Context: an optimization exercise on an open-source flow, tuned for small area. The choices shown serve that exercise and are no tape-out recipe. RTL that was checked went through simulation tests only; none was proved equivalent to the original.

==> inputs of run D <==
Design dp_mod, start of the top module:
module dp_mod
	(
	input signed [15:0] id_data,	 
	input [23:0] id_frec_por,		 
	input [15:0] id_im_am,			 
	input [15:0] id_im_fm,			 
	input ic_fm_am, 				 
	input ic_rst,					 
	input ic_val_data,
	input clk,
	output signed [15:0] od_data,	 
	output oc_val_data
	);
export LEC_CHECK = 0
export ABC_AREA = 1
export CAP_MARGIN = 20
export CORE_MARGIN = 2
export CORE_UTILIZATION = 55
export CTS_CLUSTER_DIAMETER = 70
export CTS_CLUSTER_SIZE = 30
export GPL_TIMING_DRIVEN = 0
export PLACE_DENSITY = 0.65
export SLEW_MARGIN = 20
export SYNTH_MEMORY_MAX_BITS = 131072
create_clock -name core_clock -period 12.0 [get_ports {clk}]
standard.sh (not shown) runs the stock make flow with config.mk's settings and CLKGATE_MAP_FILE= SYNTH_SCRIPT=/design/flow/synth_recipe.tcl, a recipe that flattens the netlist after the stock synthesis.
==> flow/flow/run.sh <==
#!/bin/bash
set -euo pipefail
R=orfs/results/sky130hd/dp_mod/base
bash standard.sh synth > standard_synth.log 2>&1
cp "$R/1_2_yosys.v" 1_2_yosys.std.v
python3 flow/invopt.py 1_2_yosys.std.v "$R/1_2_yosys.v" > invopt.log 2>&1
rm -f "$R/1_synth.odb"
bash standard.sh "BUFFER_PORTS_ARGS=-buffer_cell sky130_fd_sc_hd__buf_1" finish > standard.log 2>&1
Other scripts of this flow, unchanged in this note and not shown: flow/flow/invopt.py
==> inputs of run F, as changes to run D <==
Settings changed: GPL_TIMING_DRIVEN 0 to 1.
==> metrics.csv <==
metric,value,unit
grt_start_max_net_pins,31,
min_period_over_period,97.4,%
status,finished clean,
dp_cells,3999,
drt_first_pass_iters,9,
cp.depth,32,
min_to,d1[0],
-- figures above: run D

==> metrics.csv <==
metric,value,unit
cts_tree,done,
cp.depth,38,
grt_start_max_net_pins,54,
drt_first_pass_iters,8,
min_to,d2[5],
min_period_over_period,95.5,%
worstReg2RegEnd,dds.sin_r[7],
status,finished clean,
fin_cells,3945,
-- figures above: run F


========
==> inputs of run a <==
dp_mod, a different RTL version from the one above (not shown whole).
==> flow/config.mk <==
export PLATFORM = sky130hd
export DESIGN_NAME = dp_mod
export DESIGN_NICKNAME = dp_mod
export VERILOG_FILES = /design/flow/design.v
export SDC_FILE = /design/flow/constraint.sdc
export NUM_CORES = 4
export LEC_CHECK = 0
export ABC_AREA = 1
export CAP_MARGIN = 20
export CORE_MARGIN = 2
export CORE_UTILIZATION = 55
export CTS_CLUSTER_DIAMETER = 70
export CTS_CLUSTER_SIZE = 30
export GPL_TIMING_DRIVEN = 1
export PLACE_DENSITY = 0.65
export SLEW_MARGIN = 20
export SYNTH_MEMORY_MAX_BITS = 131072
==> flow/constraint.sdc <==
create_clock -name core_clock -period 12.0 [get_ports {clk}]
set_input_delay 2.4000 -clock core_clock [delete_from_list [all_inputs] [get_ports {clk}]]
set_output_delay 2.4000 -clock core_clock [all_outputs]
set_load 0.01 [all_outputs]
Scripts as last shown in full above: flow/flow/run.sh
Other scripts of this flow, unchanged in this note and not shown: flow/flow/invopt.py
==> inputs of run b, as changes to run a <==
--- a/flow/design.v
+++ b/flow/design.v
@@ -14,14 +14,17 @@
 logic [15:0] sin_r;		 
 wire ac1, ac2, ac3, ac4, ac5, ac6, ac7, ac8, ac9, ac10, ac11, ac12, ac13, ac14, ac15, ac16;
 wire ac17, ac18, ac19, ac20, ac21, ac22, ac23, ac24, ac25, ac26, ac27, ac28, ac29, ac30, ac31, ac32;
 wire ac33, ac34, ac35, ac36, ac37, ac38, ac39, ac40, ac41, ac42, ac43, ac44, ac45, ac46, ac47, ac48;
 wire ac49, ac50, ac51, ac52, ac53, ac54, ac55, ac56, ac57, ac58, ac59, ac60, ac61, ac62, ac63, ac64;
 wire ac65, ac66, ac67, ac68, ac69, ac70, ac71, ac72, ac73, ac74, ac75, ac76, ac77, ac78, ac79, ac80;
 wire ac81, ac82, ac83, ac84, ac85, ac86, ac87, ac88, ac89, ac90, ac91, ac92, ac93, ac94, ac95, ac96;
+wire ac97, ac98, ac99, ac100, ac101, ac102, ac103, ac104, ac105, ac106, ac107, ac108, ac109, ac110, ac111, ac112;
+wire ac113, ac114, ac115, ac116, ac117, ac118, ac119, ac120, ac121, ac122, ac123, ac124, ac125, ac126, ac127, ac128;
+wire ac129, ac130, ac131, ac132;
 assign ac1 = acc[0] ^ id_inc[0];
 assign ac2 = acc[0] & id_inc[0];
 assign ac3 = acc[1] ^ id_inc[1] ^ id_frec[1];
 assign ac4 = (acc[1] & id_inc[1]) | (acc[1] & id_frec[1]) | (id_inc[1] & id_frec[1]);
 assign ac5 = acc[2] ^ id_inc[2] ^ id_frec[2];
 assign ac6 = (acc[2] & id_inc[2]) | (acc[2] & id_frec[2]) | (id_inc[2] & id_frec[2]);
 assign ac7 = acc[3] ^ id_inc[3] ^ id_frec[3];
@@ -86,39 +89,75 @@
 assign ac66 = (ac16 & ac17) | (ac16 & ac64) | (ac17 & ac64);
 assign ac67 = ac18 ^ ac19 ^ ac66;
 assign ac68 = (ac18 & ac19) | (ac18 & ac66) | (ac19 & ac66);
 assign ac69 = ac20 ^ ac21 ^ ac68;
 assign ac70 = (ac20 & ac21) | (ac20 & ac68) | (ac21 & ac68);
 assign ac71 = ac22 ^ ac23 ^ ac70;
 assign ac72 = (ac22 & ac23) | (ac22 & ac70) | (ac23 & ac70);
-assign ac73 = ac24 ^ ac25 ^ ac72;
-assign ac74 = (ac24 & ac25) | (ac24 & ac72) | (ac25 & ac72);
-assign ac75 = ac26 ^ ac27 ^ ac74;
-assign ac76 = (ac26 & ac27) | (ac26 & ac74) | (ac27 & ac74);
-assign ac77 = ac28 ^ ac29 ^ ac76;
-assign ac78 = (ac28 & ac29) | (ac28 & ac76) | (ac29 & ac76);
-assign ac79 = ac30 ^ ac31 ^ ac78;
-assign ac80 = (ac30 & ac31) | (ac30 & ac78) | (ac31 & ac78);
-assign ac81 = ac32 ^ ac33 ^ ac80;
-assign ac82 = (ac32 & ac33) | (ac32 & ac80) | (ac33 & ac80);
-assign ac83 = ac34 ^ ac35 ^ ac82;
-assign ac84 = (ac34 & ac35) | (ac34 & ac82) | (ac35 & ac82);
-assign ac85 = ac36 ^ ac37 ^ ac84;
-assign ac86 = (ac36 & ac37) | (ac36 & ac84) | (ac37 & ac84);
-assign ac87 = ac38 ^ ac39 ^ ac86;
-assign ac88 = (ac38 & ac39) | (ac38 & ac86) | (ac39 & ac86);
-assign ac89 = ac40 ^ ac41 ^ ac88;
-assign ac90 = (ac40 & ac41) | (ac40 & ac88) | (ac41 & ac88);
-assign ac91 = ac42 ^ ac43 ^ ac90;
-assign ac92 = (ac42 & ac43) | (ac42 & ac90) | (ac43 & ac90);
-assign ac93 = ac44 ^ ac45 ^ ac92;
-assign ac94 = (ac44 & ac45) | (ac44 & ac92) | (ac45 & ac92);
-assign ac95 = ac46 ^ ac47 ^ ac94;
-assign ac96 = (ac46 & ac47) | (ac46 & ac94) | (ac47 & ac94);
-wire [23:0] acc_n = {ac95, ac93, ac91, ac89, ac87, ac85, ac83, ac81, ac79, ac77, ac75, ac73, ac71, ac69, ac67, ac65, ac63, ac61, ac59, ac57, ac55, ac53, ac51, ac49};
+assign ac73 = ac24 ^ ac25;
+assign ac74 = ac24 & ac25;
+assign ac75 = ~(ac24 ^ ac25);
+assign ac76 = ac24 | ac25;
+assign ac77 = ac26 ^ ac27 ^ ac74;
+assign ac78 = (ac26 & ac27) | (ac26 & ac74) | (ac27 & ac74);
+assign ac79 = ac26 ^ ac27 ^ ac76;
+assign ac80 = (ac26 & ac27) | (ac26 & ac76) | (ac27 & ac76);
+assign ac81 = ac28 ^ ac29 ^ ac78;
+assign ac82 = (ac28 & ac29) | (ac28 & ac78) | (ac29 & ac78);
+assign ac83 = ac28 ^ ac29 ^ ac80;
+assign ac84 = (ac28 & ac29) | (ac28 & ac80) | (ac29 & ac80);
+assign ac85 = ac30 ^ ac31 ^ ac82;
+assign ac86 = (ac30 & ac31) | (ac30 & ac82) | (ac31 & ac82);
+assign ac87 = ac30 ^ ac31 ^ ac84;
+assign ac88 = (ac30 & ac31) | (ac30 & ac84) | (ac31 & ac84);
+assign ac89 = ac32 ^ ac33 ^ ac86;
+assign ac90 = (ac32 & ac33) | (ac32 & ac86) | (ac33 & ac86);
+assign ac91 = ac32 ^ ac33 ^ ac88;
+assign ac92 = (ac32 & ac33) | (ac32 & ac88) | (ac33 & ac88);
+assign ac93 = ac34 ^ ac35 ^ ac90;
+assign ac94 = (ac34 & ac35) | (ac34 & ac90) | (ac35 & ac90);
+assign ac95 = ac34 ^ ac35 ^ ac92;
+assign ac96 = (ac34 & ac35) | (ac34 & ac92) | (ac35 & ac92);
+assign ac97 = ac36 ^ ac37 ^ ac94;
+assign ac98 = (ac36 & ac37) | (ac36 & ac94) | (ac37 & ac94);
+assign ac99 = ac36 ^ ac37 ^ ac96;
+assign ac100 = (ac36 & ac37) | (ac36 & ac96) | (ac37 & ac96);
+assign ac101 = ac38 ^ ac39 ^ ac98;
+assign ac102 = (ac38 & ac39) | (ac38 & ac98) | (ac39 & ac98);
+assign ac103 = ac38 ^ ac39 ^ ac100;
+assign ac104 = (ac38 & ac39) | (ac38 & ac100) | (ac39 & ac100);
+assign ac105 = ac40 ^ ac41 ^ ac102;
+assign ac106 = (ac40 & ac41) | (ac40 & ac102) | (ac41 & ac102);
+assign ac107 = ac40 ^ ac41 ^ ac104;
+assign ac108 = (ac40 & ac41) | (ac40 & ac104) | (ac41 & ac104);
+assign ac109 = ac42 ^ ac43 ^ ac106;
+assign ac110 = (ac42 & ac43) | (ac42 & ac106) | (ac43 & ac106);
+assign ac111 = ac42 ^ ac43 ^ ac108;
+assign ac112 = (ac42 & ac43) | (ac42 & ac108) | (ac43 & ac108);
+assign ac113 = ac44 ^ ac45 ^ ac110;
+assign ac114 = (ac44 & ac45) | (ac44 & ac110) | (ac45 & ac110);
+assign ac115 = ac44 ^ ac45 ^ ac112;
+assign ac116 = (ac44 & ac45) | (ac44 & ac112) | (ac45 & ac112);
+assign ac117 = ac46 ^ ac47 ^ ac114;
+assign ac118 = (ac46 & ac47) | (ac46 & ac114) | (ac47 & ac114);
+assign ac119 = ac46 ^ ac47 ^ ac116;
+assign ac120 = (ac46 & ac47) | (ac46 & ac116) | (ac47 & ac116);
+assign ac121 = ac72 ? ac75 : ac73;
+assign ac122 = ac72 ? ac79 : ac77;
+assign ac123 = ac72 ? ac83 : ac81;
+assign ac124 = ac72 ? ac87 : ac85;
+assign ac125 = ac72 ? ac91 : ac89;
+assign ac126 = ac72 ? ac95 : ac93;
+assign ac127 = ac72 ? ac99 : ac97;
+assign ac128 = ac72 ? ac103 : ac101;
+assign ac129 = ac72 ? ac107 : ac105;
+assign ac130 = ac72 ? ac111 : ac109;
+assign ac131 = ac72 ? ac115 : ac113;
+assign ac132 = ac72 ? ac119 : ac117;
+wire [23:0] acc_n = {ac132, ac131, ac130, ac129, ac128, ac127, ac126, ac125, ac124, ac123, ac122, ac121, ac71, ac69, ac67, ac65, ac63, ac61, ac59, ac57, ac55, ac53, ac51, ac49};
 wire [14:0] y;
 wire [12:0] z_a = z[12:0] ^ {13{z[13]}};
 dds_mod_dds_sine rom (.a(z_a), .y(y));
 wire hold = ic_rh1 | ic_rh2;
 always_ff @(posedge clk) begin
 	acc <= (ic_rst | ic_rh1) ? 24'd0 : acc_n;
 	x_ph <= acc[23:9];
==> flow/flow/run.sh (replaced) <==
#!/bin/bash
set -euo pipefail
R=orfs/results/sky130hd/dp_mod/base
bash standard.sh synth > standard_synth.log 2>&1
cp "$R/1_2_yosys.v" 1_2_yosys.std.v
python3 flow/invopt.py 1_2_yosys.std.v "$R/1_2_yosys.v" > invopt.log 2>&1
rm -f "$R/1_synth.odb"
bash standard.sh > standard.log 2>&1
--- a/flow/config.mk
+++ b/flow/config.mk
@@ -7,11 +7,10 @@
 export LEC_CHECK = 0
 export ABC_AREA = 1
 export CAP_MARGIN = 20
 export CORE_MARGIN = 2
 export CORE_UTILIZATION = 55
 export CTS_CLUSTER_DIAMETER = 70
 export CTS_CLUSTER_SIZE = 30
-export GPL_TIMING_DRIVEN = 1
 export PLACE_DENSITY = 0.65
 export SLEW_MARGIN = 20
 export SYNTH_MEMORY_MAX_BITS = 131072
==> qor summary <==
item	run a	run b
Run status	no timing/DRC/antenna violations	no timing/DRC/antenna violations
Area of combinational cells with multiple inputs	19300 sq um	19300 sq um
WHS Endpoint	dds.sin_r[15]	dds.z[5]
GR met1 Demand/Resource	53.0%	55.1%
CTS Buf Count	14	12
Pre-CTS worst setup slack	-0.542 ns	0.0101 ns
Post-route standard cell area excluding fillers	27700 sq um	28600 sq um
Routed Wire Length	92100 um	98500 um
Wire length on met1	37200 um	38200 um
M3 GR Usage	11.2%	9.81%
Worst setup path end	dds.acc[23]	dds.sin_r[14]
Layout clock buffer count	16	13
Top fanout value on the critical path	2	7
Clk Latency, worst-skew pair	0.51 ns	0.50 ns
Syn-to-layout area delta	7.10%	10.8%
Net count of the mapped netlist	3645	3672
# placed instances	3786	3864
Effective utilization at floorplan	55.6%	55.5%
Die height	221 um	221 um
Gr usage total	38.2%	41.1%
Fin cells	3808	3881
Clock network area share	1.81%	1.31%
For run a, only the layout was checked, not whether the RTL still works.

========
==> inputs of v30 <==
Another version of the RTL of dp_mod (not shown whole).
export LEC_CHECK = 0
export ABC_AREA = 1
export CAP_MARGIN = 20
export CORE_MARGIN = 2
export CORE_UTILIZATION = 55
export CTS_CLUSTER_DIAMETER = 70
export CTS_CLUSTER_SIZE = 30
export GPL_TIMING_DRIVEN = 1
export PLACE_DENSITY = 0.65
export SLEW_MARGIN = 20
export SYNTH_MEMORY_MAX_BITS = 131072
create_clock -name core_clock -period 12.0 [get_ports {clk}]
==> flow/flow/run.sh <==
#!/bin/bash
set -euo pipefail
R=orfs/results/sky130hd/dp_mod/base
bash standard.sh synth > standard_synth.log 2>&1
cp "$R/1_2_yosys.v" 1_2_yosys.std.v
python3 flow/invopt.py 1_2_yosys.std.v "$R/1_2_yosys.v" > invopt.log 2>&1
rm -f "$R/1_synth.odb"
bash standard.sh "BUFFER_PORTS_ARGS=-buffer_cell sky130_fd_sc_hd__buf_1" finish > standard.log 2>&1
Other scripts of this flow, unchanged in this note and not shown: flow/flow/invopt.py
==> inputs of v25, as changes to v30 <==
--- a/flow/flow/run.sh
+++ b/flow/flow/run.sh
@@ -7,2 +7,2 @@
 rm -f "$R/1_synth.odb"
-bash standard.sh "BUFFER_PORTS_ARGS=-buffer_cell sky130_fd_sc_hd__buf_1" finish > standard.log 2>&1
+bash standard.sh > standard.log 2>&1
--- a/flow/config.mk
+++ b/flow/config.mk
@@ -13,3 +13,3 @@
 export CTS_CLUSTER_SIZE = 30
-export GPL_TIMING_DRIVEN = 1
+export GPL_TIMING_DRIVEN = 0
 export PLACE_DENSITY = 0.65
==> comparison <==
- v25 completed with no timing, DRC or antenna violations. v30 went through all stages and came out clean.
- Clock-buffer cell count: v25 is higher than v30 (1).
- Global-route usage: v30 is lower than v25 (6.3 points).
- Against v30, the cell count of v25 is larger by about 1.9%.
- In v25 the register-to-register slack is worse than in v30, by 0.80 ns.

========
==> v33 <==
Another version of the RTL of dp_mod (not shown whole).
Design dp_mod, start of the top module:
module dp_mod
	(
	input signed [15:0] id_data,	 
	input [23:0] id_frec_por,		 
	input [15:0] id_im_am,			 
	input [15:0] id_im_fm,			 
	input ic_fm_am, 				 
	input ic_rst,					 
	input ic_val_data,
	input clk,
	output signed [15:0] od_data,	 
	output oc_val_data
	);
logic rh1, rh2, rh3;
logic fmq;
logic [15:0] yq;
logic [15:0] d0, d1, d2;
logic [14:0] mr, ma;
logic [23:0] b0res;
wire [14:0] sin_y;
wire sin_s;
logic [15:0] od_r;
logic [6:0] vd;
wire [15:0] mx = fmq ? id_data : {1'b0, sin_y};
wire sneg = sin_s & ~fmq;
wire ms1, ms2, ms3, ms4, ms5, ms6, ms7, ms8, ms9, ms10, ms11, ms12, ms13, ms14, ms15, ms16;
wire ms17, ms18, ms19, ms20, ms21, ms22, ms23, ms24, ms25, ms26, ms27, ms28, ms29, ms30, ms31, ms32;
wire ms33, ms34, ms35, ms36, ms37, ms38, ms39, ms40, ms41, ms42, ms43, ms44, ms45, ms46, ms47, ms48;
wire ms49, ms50, ms51, ms52, ms53, ms54, ms55, ms56, ms57, ms58, ms59, ms60, ms61, ms62, ms63, ms64;
wire ms65, ms66, ms67, ms68, ms69, ms70, ms71, ms72, ms73, ms74, ms75, ms76, ms77, ms78, ms79, ms80;
wire ms81, ms82, ms83, ms84, ms85, ms86, ms87, ms88, ms89, ms90, ms91, ms92, ms93, ms94, ms95, ms96;
wire ms97, ms98, ms99, ms100, ms101, ms102, ms103, ms104, ms105, ms106, ms107, ms108, ms109, ms110, ms111, ms112;
  ...
Settings: LEC_CHECK=0, ABC_AREA=1, CAP_MARGIN=20, CORE_MARGIN=2, CORE_UTILIZATION=55, PLACE_DENSITY=0.65, SLEW_MARGIN=20, SYNTH_MEMORY_MAX_BITS=131072; clock period 12.0 ns.
run.sh (not shown) runs the stock make flow with config.mk's settings and CLKGATE_MAP_FILE= SYNTH_SCRIPT=/design/flow/synth_recipe.tcl, a recipe that flattens the netlist after the stock synthesis.
Stock flow here: none of the scripts above is used.
==> v12 (differences from v33) <==
- CORE_UTILIZATION: 55 -> 25
- PLACE_DENSITY: 0.65 -> 0.35
==> v38 (differences from v33) <==
- CTS_CLUSTER_DIAMETER: default -> 70
- CTS_CLUSTER_SIZE: default -> 30
==> summary of the runs <==
v33 passed the timing, design-rule and antenna checks. v12 passed the timing, design-rule and antenna checks. v38 ran to the end with no violations. In v38 the critical path depth is higher than in v12, by 1. Via count is about the same in v33 and v38. Register-to-register slack: v38 is lower than v33 (0.02 ns).

-- re-timing with driven ports --
The results above use ideal ports. As a check the final layouts listed here were re-extracted and re-timed, cells and wires unchanged.
Step 1 sets driving cells, clkbuf_16 on the clock port and buf_2 on the other inputs (assumed; they add their load-dependent delay and slew).
Step 2 moves the port delays by t, midway between the first and last clock arrival at a register: inputs arrive t later, outputs are due t later. That takes back most of the time a late clock gives input paths.
Slacks: ideal ports / drivers / drivers and shift; pairs: ideal ports / drivers.
| run | t (ns) | setup WS [ns] | cell pins on the clock port's net |
|---|---|---|---|
| run D | 0.549 | 0.318 / 0.340 / -0.196 | 1 |
| run F | 0.546 | 0.546 / 0.546 / 0.349 | 1 |
| run a | 0.545 | 0.335 / 0.367 / -0.178 | 1 |
| run b | 0.541 | 0.603 / 0.603 / 0.099 | 1 |
| v30 | 0.548 | 1.124 / 1.124 / 0.880 | 1 |
| v25 | 0.555 | 0.320 / 0.320 / -0.151 | 1 |
| v33 | 0.579 | 0.625 / 0.625 / 0.363 | 1 |
| v12 | 0.619 | 0.610 / 0.610 / 0.349 | 1 |
| v38 | 0.561 | 0.601 / 0.601 / 0.398 | 1 |
With both steps, setup timing fails in run D, run a and v25, where it was met with ideal ports. For run D, which loses most, drivers alone change the setup slack by +0.022 ns; drivers and shift together by -0.514 ns.
